From an optimization exercise on the open Yosys and OpenROAD flow, aimed at small area; shortcuts taken in it are not production practice.
In this exercise RTL edits were held to simulation tests only and were not proved equivalent to the original.
Power is estimated from default activity; no workload was simulated.

==> flow/design.v <==
module sseg_driver(
    input [2:0] k,
    input h,
    input [2:0] v,
    output [0:7] AN,
    output reg [6:0] sseg,
    output DP
    );
    reg [2:0] dig;
    wire odd = v[0] ^ v[1];                                   
    wire [2:0] half = {v[2] & ~v[1], v[1], 1'b0} >> 1;       
    always @(*) begin
        case (k)
            3'd0: dig = (h ^ odd) ? 3'd5 : 3'd0;
            3'd1: dig = half + (h ? 3'd2 + odd : 3'd0);
            3'd4: dig = (h & odd) ? 3'd5 : 3'd0;
            3'd5: dig = h ? half : 3'd0;
            default: dig = 3'd0;
        endcase
        case (dig)  
            3'd1: sseg = 7'b1111001;
            3'd2: sseg = 7'b0100100;
            3'd3: sseg = 7'b0110000;
            3'd4: sseg = 7'b0011001;
            3'd5: sseg = 7'b0010010;
            default: sseg = 7'b1000000;
        endcase
    end
    assign AN = ~(8'b1000_0000 >> k) | 8'b0001_0001;
    assign DP = 1'b1;
endmodule
module rgb_driver(
    input clk,
    input reset_n,
    input [1:0] t4,
    input dispense,
    output reg red_LED, green_LED,
    output blue_LED
    );
    reg [5:0] r;
    wire end49 = (r[4:2] == 3'b101) & r[0];
    wire tick = (t4 == 2'd3) & end49;
    always @(posedge clk) begin
        r <= (~reset_n | end49) ? 6'd1 : {~r[4:0], r[5] ^ r[4]};
        if (~reset_n) begin
            red_LED <= 1'b0;
            green_LED <= 1'b0;
        end else if (tick) begin
            red_LED <= ~dispense;
            green_LED <= dispense;
        end
    end
    assign blue_LED = 1'b0;
endmodule
module debouncer_delayed(
    input clk, reset_n,
    input noisy,
    output reg debounced,
    output reg p_edge
    );
    localparam [14:0] K = 15'd9823;
    localparam [14:0] T = 15'd24189;
    localparam [14:0] M = 15'b000101111111111;
    reg [14:0] c;
    wire eq   = ~(noisy ^ debounced);
    wire done = ((c ^ T) & M) == 15'd0;
    wire clr  = ~reset_n | eq | done;
    always @(posedge clk) begin
        c <= clr ? K : {~c[13:0], c[14] ^ c[13]};
        debounced <= reset_n & (debounced ^ (done & ~eq));
        p_edge <= reset_n & ~debounced & done & noisy;
    end
endmodule
module button(
    input clk, reset_n,
    input noisy,
    output debounced,
    output p_edge
    );
    debouncer_delayed DD0(
        .clk(clk),
        .reset_n(reset_n),
        .noisy(noisy),
        .debounced(debounced),
        .p_edge(p_edge)
    );
endmodule
module money_counter(
    input clk,
    input reset_n,
    input clr,
    input c5, c10, c25,
    output h_out,
    output [2:0] v_out
    );
    reg h;
    reg [2:0] v;
    wire none = ~c5 & ~c10 & ~c25;
    wire one = ~none & ~(c5 & c10) & ~(c5 & c25) & ~(c10 & c25);
    wire [2:0] v1 = {v[1], v[0], ~(v[2] | v[1])};
    wire [2:0] v2 = {v[0], ~(v[2] | v[1]), ~(v[1] | v[0])};
    wire o1 = v[2] & ~v[1];
    wire o2 = v[2] & ~v[0];
    always @(posedge clk) begin
        if (~reset_n | clr) begin
            h <= 1'b0;
            v <= 3'b000;
        end else if (one & ~h) begin
            if (c5) begin
                h <= o1;
                v <= v1;
            end else if (c10) begin
                h <= o2;
                v <= v2;
            end else
                h <= 1'b1;
        end
    end
    assign h_out = h & ~clr;
    assign v_out = clr ? 3'b000 : v;
endmodule
module vending_machine_fsm(
    input clk,
    input reset_n,
    input [3:0] x,    
    output r5, r10, r20, dispense
    );
    reg d;
    reg [2:0] v;
    wire p5 = x[3], p10 = x[2], p25 = x[1], it = x[0];
    wire none = ~p5 & ~p10 & ~p25;
    wire one = ~none & ~(p5 & p10) & ~(p5 & p25) & ~(p10 & p25);
    wire [2:0] v1 = {v[1], v[0], ~(v[2] | v[1])};          
    wire [2:0] v2 = {v[0], ~(v[2] | v[1]), ~(v[1] | v[0])};  
    wire o1 = v[2] & ~v[1];    
    wire o2 = v[2] & ~v[0];    
    always @(posedge clk) begin
        if (~reset_n) begin
            d <= 1'b0;
            v <= 3'b000;
        end else if (~d) begin
            if (one & ~it) begin
                if (p5) begin
                    d <= o1;
                    v <= v1;
                end else if (p10) begin
                    d <= o2;
                    v <= v2;
                end else
                    d <= 1'b1;
            end
        end else if (none & it) begin
            d <= 1'b0;
            v <= 3'b000;
        end
    end
    assign dispense = d;
    assign r5  = d & (v[0] ^ v[1]);
    assign r10 = d & v[1];
    assign r20 = d & v[2] & ~v[1];
endmodule
module vending_machine_controller(
    input clk,
    input reset_n,
    input c5, c10, c25, item_taken,
    output [6:0]sseg,
    output [0:7]AN,
    output DP,
    output r5, r10, r20,
    output rgb_red, rgb_green, rgb_blue
    );
    wire c5_pedge, c10_pedge, c25_pedge, item_level;
    wire dispense;
    wire mh;
    wire [2:0] mv;
    reg [10:0] t;
    button B0(.clk(clk), .reset_n(reset_n), .noisy(c5),  .debounced(), .p_edge(c5_pedge));
    button B1(.clk(clk), .reset_n(reset_n), .noisy(c10), .debounced(), .p_edge(c10_pedge));
    button B2(.clk(clk), .reset_n(reset_n), .noisy(c25), .debounced(), .p_edge(c25_pedge));
    button B3(.clk(clk), .reset_n(reset_n), .noisy(item_taken), .debounced(item_level), .p_edge());
    vending_machine_fsm VMF0(
        .clk(clk),
        .reset_n(reset_n),
        .x({c5_pedge, c10_pedge, c25_pedge, item_level}),
        .r5(r5), .r10(r10), .r20(r20),
        .dispense(dispense)
    );
    money_counter MC0(
        .clk(clk),
        .reset_n(reset_n),
        .clr(item_level & dispense),
        .c5(c5_pedge), .c10(c10_pedge), .c25(c25_pedge),
        .h_out(mh),
        .v_out(mv)
    );
    always @(posedge clk)
        t <= reset_n ? t + 11'd1 : 11'd0;
    sseg_driver SSD0(
        .k(t[10:8]),
        .h(mh),
        .v(mv),
        .AN(AN),
        .sseg(sseg),
        .DP(DP)
    );
    rgb_driver RGB0(
        .clk(clk),
        .reset_n(reset_n),
        .t4(t[1:0]),
        .dispense(dispense),
        .red_LED(rgb_red),
        .green_LED(rgb_green),
        .blue_LED(rgb_blue)
    );
endmodule
==> flow/flow/run.sh <==
#!/bin/bash
# The standard ORFS flow (standard.sh) with these ORFS variables set:
#  - port buffers of the smallest buffer cell (buf_1),
#  - buffers left by synthesis removed at floorplan,
#  - every cell given its smallest drive strength after floorplan
#    (flow/downsize.tcl); the later repair steps size up where needed,
#  - clock tree without dummy loads, built from the buffers in CTS_BUFS.
# Each tool's output is in orfs/logs; make's output is in standard.log.
set -euo pipefail
here=$(cd "$(dirname "$0")" && pwd)
export BUFFER_PORTS_ARGS="-buffer_cell sky130_fd_sc_hd__buf_1"
export REMOVE_ABC_BUFFERS=1
export POST_FLOORPLAN_TCL="$here/downsize.tcl"
export CTS_ARGS="-sink_clustering_enable -repair_clock_nets -dont_use_dummy_load -buf_list {sky130_fd_sc_hd__clkbuf_4 sky130_fd_sc_hd__clkbuf_8}"
bash standard.sh > standard.log 2>&1
==> flow/flow/downsize.tcl <==
# Run after floorplan: give every cell the smallest drive strength of its
# family (same cell name but for the _N suffix), skipping don't-use cells.
# Synthesis sizes cells for speed; this design has timing to spare, and the
# later repair steps size up again wherever slew or capacitance need it.
proc ds_dont_use { name } {
  foreach p $::env(DONT_USE_CELLS) {
    if { [string match $p $name] } { return 1 }
  }
  return 0
}
array set ds_best {}
array set ds_area {}
foreach lc [get_lib_cells *] {
  set n [get_name $lc]
  if { ![regexp {^(sky130_fd_sc_hd__[a-z0-9]+)_([0-9]+)$} $n -> base drive] } { continue }
  if { [ds_dont_use $n] } { continue }
  set a [get_property $lc area]
  if { ![info exists ds_best($base)] || $a < $ds_area($base) } {
    set ds_best($base) $n
    set ds_area($base) $a
  }
}
set ds_count 0
foreach inst [get_cells *] {
  set lc [get_lib_cells -of_objects $inst]
  set n [get_name $lc]
  if { ![regexp {^(sky130_fd_sc_hd__[a-z0-9]+)_([0-9]+)$} $n -> base drive] } { continue }
  if { [string match "sky130_fd_sc_hd__df*" $n] } { continue }
  if { [info exists ds_best($base)] && $ds_best($base) ne $n && $ds_area($base) < [get_property $lc area] } {
    replace_cell $inst $ds_best($base)
    incr ds_count
  }
}
puts "downsize.tcl: resized $ds_count instances"
==> flow/standard.sh <==
#!/bin/bash
# synth_recipe.tcl (not shown) runs the flow's synth.tcl, then flattens the netlist and writes it again
# the make line also repeats each setting of config.mk as NAME=value (left out here)
make -C /OpenROAD-flow-scripts/flow DESIGN_CONFIG=/design/flow/config.mk WORK_HOME=/design/flow/orfs CLKGATE_MAP_FILE= SYNTH_SCRIPT=/design/flow/synth_recipe.tcl "${@:-finish}"
==> flow/config.mk <==
export PLATFORM = sky130hd
export DESIGN_NAME = vending_machine_controller
export DESIGN_NICKNAME = vending_machine_controller
export VERILOG_FILES = /design/flow/design.v
export SDC_FILE = /design/flow/constraint.sdc
export NUM_CORES = 4
export LEC_CHECK = 0
export CAP_MARGIN = 20
export CORE_MARGIN = 2
export CORE_UTILIZATION = 40
export SLEW_MARGIN = 20
==> flow/constraint.sdc <==
create_clock -name core_clock -period 10.0 [get_ports {clk}]
set_input_delay 2.0000 -clock core_clock [delete_from_list [all_inputs] [get_ports {clk}]]
set_output_delay 2.0000 -clock core_clock [all_outputs]
set_load 0.01 [all_outputs]
==> summary.txt <==
==> worst max-delay path, stage by stage, from the launching register on <==
cell                      delay, ns
sky130_fd_sc_hd__dfxtp_1       0.51
sky130_fd_sc_hd__nand2_1       0.19
sky130_fd_sc_hd__and2_1        0.25
sky130_fd_sc_hd__ha_1          0.23
sky130_fd_sc_hd__and3_1        0.18
sky130_fd_sc_hd__fa_1          0.42
sky130_fd_sc_hd__mux2_2        0.26
sky130_fd_sc_hd__nand2_1       0.18
sky130_fd_sc_hd__and3_1        0.18
sky130_fd_sc_hd__a32o_1        0.14
sky130_fd_sc_hd__buf_1         0.15
==> worst min-delay path by stage <==
stage | startpoint | endpoint | slack (ns) | depth (start not counted)
3_3_place_gp | B1.DD0.c[12] | B1.DD0.c[13] | 0.35 | 1
3_5_place_dp | B1.DD0.c[12] | B1.DD0.c[13] | 0.35 | 1
6_report | B2.DD0.c[8] | B2.DD0.c[9] | 0.37 | 1
4_1_cts | B1.DD0.c[12] | B1.DD0.c[13] | 0.37 | 1
2_1_floorplan | B0.DD0.c[12] | B0.DD0.c[13] | 0.34 | 1
5_1_grt | B2.DD0.c[12] | B2.DD0.c[13] | 0.38 | 1
==> kinds of logic after synthesis <==
| kind of cell | after synthesis |
|---|---|
| flip-flops | 94 |
| buffers and inverters | 27 |
| adder cells (fa/ha/maj) | 5 |
| AO/OA/AOI/OAI | 37 |
| AND/OR/NAND/NOR | 169 |
| multiplexers | 11 |
| other | 2 |
| XOR/XNOR | 18 |
==> final cells by class <==
cell class | count | area (sq um)
Sequential cell | 94 | 1880
Timing Repair Buffer | 24 | 91.3
Fill cell | 858 | 4880
Multi-Input combinational cell | 244 | 1450
Tap cell | 108 | 135
Inverter | 7 | 26.3
Clock buffer | 9 | 124
==> power by group <==
part | switching, W | internal, W
sequential | 0.00000737 | 0.000386
clock | 0.000109 | 0.0000808
combinational | 0.0000175 | 0.0000105
==> registers in the layout, summed over array words and instances, names as in the netlist <==
signal / cells
RGB0.r: 6
B0.DD0.c: 15
B2.DD0.p_edge: 1
VMF0.d: 1
B3.DD0.debounced: 1
B0.DD0.debounced: 1
B1.DD0.c: 15
RGB0.green_LED: 1
B2.DD0.c: 15
VMF0.v: 3
RGB0.red_LED: 1
B1.DD0.p_edge: 1
B2.DD0.debounced: 1
B0.DD0.p_edge: 1
B1.DD0.debounced: 1
MC0.v: 3
MC0.h: 1
t: 11
B3.DD0.c: 15
==> routing by layer <==
metal  part of all wire [%]  up-vias  global-route usage (%)
met1                     49     1118                    16.1
met5                      0        -                       0
met3                    3.9        7                    3.53
met2                     46       42                    20.7
li1                       -     1260                       -
met4                    1.4        0                    5.13
==> cell usage in the layout, fill, tap and decap left out, types with 4 or more instances in the layout <==
cell type / netlist / layout
sky130_fd_sc_hd__dfxtp_1: 94 / 94
sky130_fd_sc_hd__xnor2_1: 6 / 6
sky130_fd_sc_hd__conb_1: 2 / 4
sky130_fd_sc_hd__and2_1: 6 / 6
sky130_fd_sc_hd__a21oi_1: 13 / 13
sky130_fd_sc_hd__o21ai_0: 6 / 6
sky130_fd_sc_hd__xor2_1: 12 / 12
sky130_fd_sc_hd__mux2i_1: 10 / 10
sky130_fd_sc_hd__nand2_1: 54 / 54
sky130_fd_sc_hd__inv_1: 7 / 7
sky130_fd_sc_hd__or3_1: 10 / 10
sky130_fd_sc_hd__buf_1: 1 / 23
sky130_fd_sc_hd__nor3_1: 17 / 17
sky130_fd_sc_hd__nand4b_1: 8 / 8
sky130_fd_sc_hd__and3_1: 6 / 6
sky130_fd_sc_hd__nor2_1: 38 / 38
sky130_fd_sc_hd__nand3_1: 10 / 10
sky130_fd_sc_hd__ha_1: 4 / 4
sky130_fd_sc_hd__clkbuf_8: 0 / 9
sky130_fd_sc_hd__a211oi_1: 4 / 5
==> metrics by stage <==
stage | std cells | hold slack, ns | util, %
floorplan | 345 | 0.343 | -
global placement | 476 | 0.347 | 41.5
detailed placement | 476 | 0.354 | 41.5
CTS | 485 | 0.374 | 43.0
global route | 486 | 0.383 | 43.2
finish | 486 | 0.366 | 43.2
==> run_summary.xml <==
<?xml version="1.0" encoding="UTF-8"?>
<metrics>
  <group name="synth">
    <metric name="synth.yosys.warnings" unit="">6</metric>
    <metric name="yosys-mux-area-fraction" unit="%">3.19</metric>
    <metric name="dominant_cells_by_area_after_synthesis" unit="">sky130_fd_sc_hd__dfxtp_1, sky130_fd_sc_hd__nand2_1, sky130_fd_sc_hd__nor2_1, sky130_fd_sc_hd__xor2_1, sky130_fd_sc_hd__mux2i_1</metric>
    <metric name="yosys_most_used_dff" unit="">sky130_fd_sc_hd__dfxtp_1</metric>
    <metric name="yosys.cell_types.count" unit="">47</metric>
    <metric name="synthSimpleGateAreaFrac" unit="%">25.0</metric>
    <metric name="synth_edf_count" unit="">0</metric>
    <metric name="arithmetic_cell_share_of_the_synthesized_area_counting_full_adders_half_adders_and_majority_gates" unit="%">2.01</metric>
    <metric name="synth_compound_gate_area_share" unit="%">7.34</metric>
    <metric name="yosys.cell_count.top_type" unit="">sky130_fd_sc_hd__dfxtp_1</metric>
    <metric name="combinational_family_with_the_most_area_after_synthesis" unit="">simple AND/OR/NAND/NOR gates</metric>
    <metric name="yosys.area.top_type_share" unit="%">53.9</metric>
    <metric name="syn-instance-count" unit="">363</metric>
    <metric name="syn_avg_cell_area" unit="sq um">9.62</metric>
    <metric name="synth_common_cells" unit="">sky130_fd_sc_hd__dfxtp_1, sky130_fd_sc_hd__nand2_1, sky130_fd_sc_hd__nor2_1</metric>
    <metric name="area_share_of_xor_xnor_cells_in_the_synthesized_design" unit="%">4.51</metric>
    <metric name="syn_area" unit="sq um">3490</metric>
    <metric name="ys_seq_elements" unit="">94</metric>
    <metric name="seq_area_frac_synth" unit="%">53.9</metric>
    <metric name="yosysTopAreaCell" unit="">sky130_fd_sc_hd__dfxtp_1</metric>
    <metric name="synth-async-reset-ratio" unit="%">0</metric>
  </group>
  <group name="cts">
    <metric name="cts_tree" unit="">done</metric>
    <metric name="clock_root_cell" unit="">sky130_fd_sc_hd__clkbuf_8</metric>
    <metric name="cts_buffers" unit="">9</metric>
    <metric name="worst_skew_pair.late_latency" unit="ns">0.34</metric>
    <metric name="post_cts_setup_buffers" unit="">0</metric>
    <metric name="clk_pin_slew_worst_paths" unit="ns">0.07</metric>
    <metric name="cts_hold_buf" unit="">0</metric>
    <metric name="cts_htree_levels" unit="">3</metric>
    <metric name="cts_sinks" unit="">94</metric>
    <metric name="post_cts.resized_instances" unit="">0</metric>
    <metric name="clk_path_buf_depth" unit="">2</metric>
  </group>
  <group name="worst_setup_path">
    <metric name="worst_setup_path_end_kind" unit="">output port</metric>
    <metric name="timing.reg2reg.worst_path_depth" unit="">4</metric>
    <metric name="endpoint_of_the_worst_slack_reg_to_reg_timing_path" unit="">MC0.v[0]</metric>
    <metric name="crit_path_start_kind" unit="">register</metric>
    <metric name="r2r_setup_slk" unit="ns">8.22</metric>
    <metric name="cp_data_arrival_time" unit="ns">3.03</metric>
    <metric name="crit_fanout" unit="">10</metric>
    <metric name="critical_path.reg2reg.startpoint" unit="">B0.DD0.p_edge</metric>
    <metric name="crit_required" unit="ns">8.00</metric>
    <metric name="worstSetupPathType" unit="">register to output port</metric>
    <metric name="setup.worst_path.end" unit="">sseg[0]</metric>
    <metric name="cp-startpoint" unit="">VMF0.d</metric>
  </group>
  <group name="min_path">
    <metric name="hold_class" unit="">register to register</metric>
  </group>
  <group name="drt">
    <metric name="number_of_vias_per_cell" unit="">4.99</metric>
    <metric name="post-route-drc-count" unit="">0</metric>
    <metric name="drt_pre_antenna_iters" unit="">4</metric>
    <metric name="dr_total_vias" unit="">2427</metric>
    <metric name="post_drt_wl_per_cell" unit="um">11.8</metric>
    <metric name="initialDrtViolationCount" unit="">63</metric>
    <metric name="post_drt_antenna_nets" unit="">0</metric>
    <metric name="routed_wl" unit="um">5760</metric>
  </group>
  <group name="floorplanning">
    <metric name="fp.dieW" unit="um">97.5</metric>
    <metric name="ios" unit="">28</metric>
    <metric name="initial_utilization" unit="%">40.7</metric>
    <metric name="fp.coreArea" unit="sq um">8590</metric>
    <metric name="die-area" unit="sq um">9500</metric>
    <metric name="die_y" unit="um">97.5</metric>
    <metric name="row_count" unit="">34</metric>
  </group>
  <group name="power">
    <metric name="power_leakage" unit="nW">1.42</metric>
    <metric name="worst_ir_drop_vdd" unit="mV">0.0838</metric>
    <metric name="power.total" unit="W">0.000612</metric>
    <metric name="p_per_area" unit="nW/um^2">165</metric>
  </group>
  <group name="job">
    <metric name="max_cap_viol_count" unit="">0</metric>
  </group>
  <group name="finish">
    <metric name="area_growth_syn_to_layout" unit="%">6.16</metric>
    <metric name="proportion_of_layout_cells_with_a_drive_suffix_above_1" unit="%">3.70</metric>
    <metric name="layout.cell_area.non_filler" unit="sq um">3710</metric>
    <metric name="diodes" unit="">0</metric>
    <metric name="final_nets" unit="">391</metric>
  </group>
  <group name="global_route">
    <metric name="via_count_of_the_first_global_routing_pass" unit="">2283</metric>
    <metric name="antenna_found_initial" unit="">0</metric>
    <metric name="global_route_wire_length_before_repair" unit="um">10000</metric>
    <metric name="grt_overflow" unit="">0</metric>
    <metric name="grt_util_all_layers" unit="%">12.8</metric>
    <metric name="grt_start_max_net_pins" unit="">26</metric>
  </group>
  <group name="placed_design">
    <metric name="finalWeightedCongestion" unit="">0.841</metric>
    <metric name="portBuffers" unit="">23</metric>
    <metric name="place_ws" unit="ns">5.34</metric>
    <metric name="placedInstanceArea" unit="sq um">3570</metric>
    <metric name="hpwl" unit="um">3940</metric>
  </group>
  <group name="sta">
    <metric name="worst_clock_skew" unit="ns">0.0233</metric>
    <metric name="finalCriticalPeriod" unit="ns">5.03</metric>
    <metric name="setup_repair_after_global_routing_missed_its_margin" unit="">no</metric>
    <metric name="drv_slew" unit="">0</metric>
    <metric name="final_critical_path_setup_slack" unit="ns">4.97</metric>
    <metric name="hold_violations" unit="">0</metric>
    <metric name="min_period_over_period" unit="%">50.3</metric>
    <metric name="timing.max_slew.rel_slack" unit="%">47.9</metric>
    <metric name="tightestPinTransition" unit="ns">0.781</metric>
    <metric name="clock.fmax" unit="MHz">199</metric>
    <metric name="setup_viol" unit="">0</metric>
    <metric name="post_route_setup_tns" unit="ns">0</metric>
  </group>
  <group name="outcome">
    <metric name="run_status" unit="">finished clean</metric>
  </group>
</metrics>

## separate check: timing with driven ports
In the flow no input, the clock included, has a driving cell. The finished layout below was timed again as built, in two steps.
Step 1, drivers: a clkbuf_16 drives clk and a buf_2 each remaining input, both assumed.
Step 2 also shifts input and output timing later by t, the mid clock arrival at the registers, as if the neighbouring blocks saw the same clock.
Slacks: ideal ports / drivers / drivers and shift; pairs: ideal ports / drivers.
t (ns): 0.362
setup slack, ns: 4.967 / 4.936 / 5.299
latest minus earliest clock arrival (ns): 0.025 / 0.025
After both steps this run still meets setup and hold. For this run, drivers alone change the setup slack by -0.031 ns; drivers and shift together by +0.332 ns.
